This is an optimization exercise on Yosys and OpenROAD, whose aim is small area, not a production implementation. The RTL was checked by simulation tests, not by an equivalence proof against the original design. Power and IR drop assume default switching activity.

[config.mk]
export PLATFORM = sky130hd
export DESIGN_NAME = conv_l1
export DESIGN_NICKNAME = conv_l1
export VERILOG_FILES = /design/flow/design.v
export SDC_FILE = /design/flow/constraint.sdc
export NUM_CORES = 8
export LEC_CHECK = 0
export CAP_MARGIN = 20
export CORE_MARGIN = 2
export CORE_UTILIZATION = 50
export PLACE_DENSITY = 0.6
export SLEW_MARGIN = 20
[run.sh]
#!/bin/bash
# synth_recipe.tcl (not shown) runs the flow's synth.tcl, then flattens the netlist and writes it again
# the make line also repeats each setting of config.mk as NAME=value (left out here)
make -C /OpenROAD-flow-scripts/flow DESIGN_CONFIG=/design/flow/config.mk WORK_HOME=/design/flow/orfs CLKGATE_MAP_FILE= SYNTH_SCRIPT=/design/flow/synth_recipe.tcl finish
[constraint.sdc]
create_clock -name core_clock -period 12.0 [get_ports {clk}]
set_input_delay 2.4000 -clock core_clock [delete_from_list [all_inputs] [get_ports {clk}]]
set_output_delay 2.4000 -clock core_clock [all_outputs]
set_load 0.01 [all_outputs]
[design.v]
`timescale 1ns / 1ps
module mac(
    input [7:0] in,
    input [7:0] w,
    input [15:0] b,
    output [15:0] out
    );
assign out = w * in + b;
endmodule
`timescale 1ns / 1ps
module shift_mac_l1
(
  input clk,
  input [15:0] data_in,
  output [15:0] data_out
);
reg [15:0] holding_register;
always @ (posedge clk)
  holding_register <= data_in;
assign data_out = holding_register;
endmodule
`timescale 1ns / 1ps
module shift_row_l1
(
  input clk,
  input [7:0] data_in,
  output [8*DEPTH-1:0] data_out
);
parameter DEPTH = 2412;
reg [8*DEPTH-1:0] holding_register;
always @ (posedge clk)
  holding_register <= {holding_register[8*DEPTH-9:0], data_in};
assign data_out = holding_register;
endmodule
`timescale 1ns / 1ps
module conv_l1(
    	input clk,
    	input reset,
    	input [7:0] pxl_in,
		input [7:0] kernel_00, input [7:0] kernel_01, input [7:0] kernel_02,
		input [7:0] kernel_10, input [7:0] kernel_11, input [7:0] kernel_12,
		input [7:0] kernel_20, input [7:0] kernel_21, input [7:0] kernel_22,
    	output [15:0] pxl_out,
		output valid
    );
	localparam ROW = 1200;	 
	localparam COL = 6;	 
	localparam DEPTH = 2*ROW + 2*COL;	 
	wire [8*DEPTH-1:0] line;
	shift_row_l1 #(.DEPTH(DEPTH)) sr(clk, pxl_in, line);
	wire [7:0] x00 = line[8*(2*ROW+2*COL)-1 -: 8];
	wire [7:0] x01 = line[8*(2*ROW+COL)-1 -: 8];
	wire [7:0] x02 = line[8*(2*ROW)-1 -: 8];
	wire [7:0] x10 = line[8*(ROW+2*COL)-1 -: 8];
	wire [7:0] x11 = line[8*(ROW+COL)-1 -: 8];
	wire [7:0] x12 = line[8*ROW-1 -: 8];
	wire [7:0] x20 = line[8*(2*COL)-1 -: 8];
	wire [7:0] x21 = line[8*COL-1 -: 8];
	wire [7:0] x22 = pxl_in;
	wire [15:0] p00, p01, p02, p10, p11, p12, p20, p21, p22;
	mac m00(x00, kernel_00, 16'd0, p00);
	mac m01(x01, kernel_01, p00, p01);
	mac m02(x02, kernel_02, p01, p02);
	mac m10(x10, kernel_10, p02, p10);
	mac m11(x11, kernel_11, p10, p11);
	mac m12(x12, kernel_12, p11, p12);
	mac m20(x20, kernel_20, p12, p20);
	mac m21(x21, kernel_21, p20, p21);
	mac m22(x22, kernel_22, p21, p22);
	assign pxl_out = p22;
	reg [10:0] counter1;	 
	reg [1:0] counter2;	 
	always @(posedge clk) begin
		if (reset) begin
			counter1 <= 0;
			counter2 <= 0; end
		else if (counter1 == 11'd1199) begin
			counter1 <= 0;
			if (counter2 != 2'd2)
				counter2 <= counter2 + 1; end
		else
			counter1 <= counter1 + 1;
	end
	assign valid = (counter2 == 2'd2) && (counter1 >= 11'd12);
endmodule
==> summary.txt <==
## flip-flops by register name (all words and copies together), names as in the netlist
register             cells
counter2                 2
counter1                11
sr.holding_register  19296
## final cells by class
class / count / area share
flip-flops and latches: 19309 / 0.800
clock buffers: 2490 / 0.106
multi-input cells: 1453 / 0.0374
well taps: 10822 / 0.0280
clock inverters: 666 / 0.0183
repair buffers: 299 / 0.00572
inverters: 645 / 0.00501
diodes: 15 / 0.0000776
## logic make-up (layout without fill, tap and decap cells)
family	count (synthesis)	in the layout	synth area share
DFF	19309	19309	0.951
adders and majority gates	761	761	0.0331
buffers and inverters	647	4100	0.00598
and+or+nand+nor	624	624	0.00827
xor gates and xnor gates	48	48	0.00103
AOI/OAI and AO/OA	20	20	0.000410
other	0	15	0
## through the flow
stage	instances	total power [mW]
2_1_floorplan	21409	70.2
3_3_place_gp	32495	74.9
3_5_place_dp	32495	74.7
4_1_cts	35681	132
5_1_grt	35688	136
6_report	35699	131
## cells in the mapped netlist (2+ instances only)
cell type	count
o21a_1	2
a21o_1	2
nand3_1	3
inv_1	645
nor4_1	2
dfxtp_1	19309
nor2b_1	2
xnor2_1	39
nand4_1	3
xor2_1	9
a21oi_1	3
and2_1	387
o21ai_0	3
nor2_1	24
a21oi_2	2
fa_1	522
nand2_1	196
ha_1	239
nand2b_1	2
## layer usage
layer	vias up	global-route usage	part of all wire
met4	2	0.0543	0.036
met5	-	0	0.000026
met1	65272	0.180	0.55
met2	2067	0.146	0.36
li1	69805	-	-
met3	1435	0.0305	0.048
## report_power, final
group	leakage [nW]	switching, mW	internal, mW
registers	156	0.0248	64.2
logic	12.3	5.20	5.35
clock network	29.6	22.0	33.8
total	198	27.2	103
## worst paths after layout
kind                                                         start                                  to  slack (ps)  cells past startpoint
worst max-delay path                                  kernel_10[6]                         pxl_out[15]          80                     25
worst min-delay path            sr.holding_register[18971]$_DFF_P_  sr.holding_register[18979]$_DFF_P_         210                      0
worst max register to register              counter1[0]$_SDFF_PP0_            counter2[1]$_SDFFE_PP0P_       10450                      6
worst min register to register  sr.holding_register[18971]$_DFF_P_  sr.holding_register[18979]$_DFF_P_         210                      0
## repair_timing
| action | 4_1_cts | 5_1_grt |
|---|---|---|
| setup endpoints to repair | 11 | 10 |
| buffers inserted | 36 | 14 |
| gates resized for setup | 462 | 174 |
| pin swaps | 164 | 139 |
## worst register-to-register path, delay by kind of cell, from the launching register on
kind | cells | cell delay [ps]
adders and majority gates | 1 | 230
DFF | 1 | 400
AOI/OAI and AO/OA | 1 | 200
and+or+nand+nor | 4 | 640
==> summary.txt <==
TritonCTS buffer count: 1,757
Synth area leader: dfxtp_1
row cnt: 331
Fin. Hold Viols: 0
setup TNS: 0 ps
IO Count: 99
Worst-Skew Late Latency: 1240 ps
Layout Nets: 24,308
ys async rst share: 0
most used cell, CP: fa_1
Slew headroom: 0.409
number of antenna violations at the first check in global routing: 45
design area: 483,000 µm²
most frequent cells in the layout: dfxtp_1 (19,309), clkbuf_16 (1,774), inv_1 (584)
RD Place Congestion: 0.751
initial drt markers: 5,322
Worst-Margin Slew: 886 ps
Hold Path Class: reg -> reg
Synthesized Nets: 22,252
Final Core Density: 0.596
Synth Warn #: 2
sequential share of the synthesized area: 0.951
Max Clk Rate: 0.0839 GHz
Crit Path Max Fanout: 3
Root Driver: clkbuf_16
post-route minimum period: 11,920 ps
outcome: complete, no violations
Final period util: 0.993
Worst Path Buf+Inv: 7
area taken by multi-input logic gates: 18,100 µm²
Setup Viol. Count Final: 0
DRT Pass-1 Iters: 5
Post-synth EDFFs: 0
via count: 138,581
Worst Path Required: 9600 ps
Max VDD drop: 1140 µV
number of global-route vias before repair: 143,451
Hold-fix buffers, CTS: 0
IO buf count: 98
Top delay family on crit path: adder cells
Synth cell types: 34
Mapped Area: 406,000 µm²
final setup margin: 81.0 ps
pwr dens: 270 nW/µm²
CTS sink cnt: 19,309
Cells after Synth: 21,409
critical path's slowest cell: fa_2
DR WL/cell: 12.9 µm
max-slew violations: 0
Setup Skew: 121 ps
Largest stage delay, worst path: 660 ps
DRT Wirelength: 461,000 µm
startpoint types: input pin
Overall Global Routing Usage: 0.115
Final HPWL DP: 239,000 µm
Die X-Extent: 906 µm
register area: 387,000 µm²
RSZ-0062 raised after global routing: yes
Synth Area per Inst: 19.0 µm²
Worst EP arrival: 9520 ps
Die Height: 906 µm
post-synthesis register bit count: 19,309
core box area: 811,000 µm²
Starting Density: 0.501
Placed Area: 423,000 µm²
CP endpoint kind: output port
CTS tree: yes
# DRC: 0
Detail Route Antenna Nets: 0
share of the synthesized area in the top cell type: 0.951
most common cell after layout, fill and taps aside: dfxtp_1
aggregate global routing overflow: 0
predominant post-synthesis flop cell: dfxtp_1
leakage power: 198 nW
Reg clk slew, reported paths: 60 ps
Layout area overhead: 19.0%
Post-Place Worst Slack: -1320 ps
clk buf depth: 5
Critical Setup Path Class: in -> out
Die ar.: 820,000 µm²
largest net degree at the start of global routing: 24
layout cell share with drive strength beyond 1: 0.135
Max-Cap Viols: 0
first-pass GRT wire length: 762,000 µm
WHS: 209 ps
ranking of synthesized cells by area: dfxtp_1 (95%), fa_1 (2.6%), ha_1 (0.74%), and2_1 (0.60%), inv_1 (0.60%)
vias per inst: 3.88
fill cell count: 59,496
Max H-tree Level: 7

==> re-timing with driven ports <==
How much do the figures lean on ideal ports? The routed layout below was timed once more, with nothing changed but the port constraints. Step 1 sets driving cells, clkbuf_16 on the clock port and buf_2 on the other inputs (assumed; they add their load-dependent delay and slew). Step 2 moves the port delays by t, midway between the first and last clock arrival at a register: inputs arrive t later, outputs are due t later. That takes back most of the time a late clock gives input paths. Slacks: no drivers / after step 1 / after step 2; pairs: no drivers / after step 1.
shift t [ns]: 1.329
setup slack, ns: 0.081 / -0.158 / -0.158
latest minus earliest clock arrival (ns): 0.189 / 0.189
Met with ideal ports but missed after step 2: setup timing in this run. The setup slack of this run moves by -0.239 ns with the drivers and by -0.239 ns with both steps.
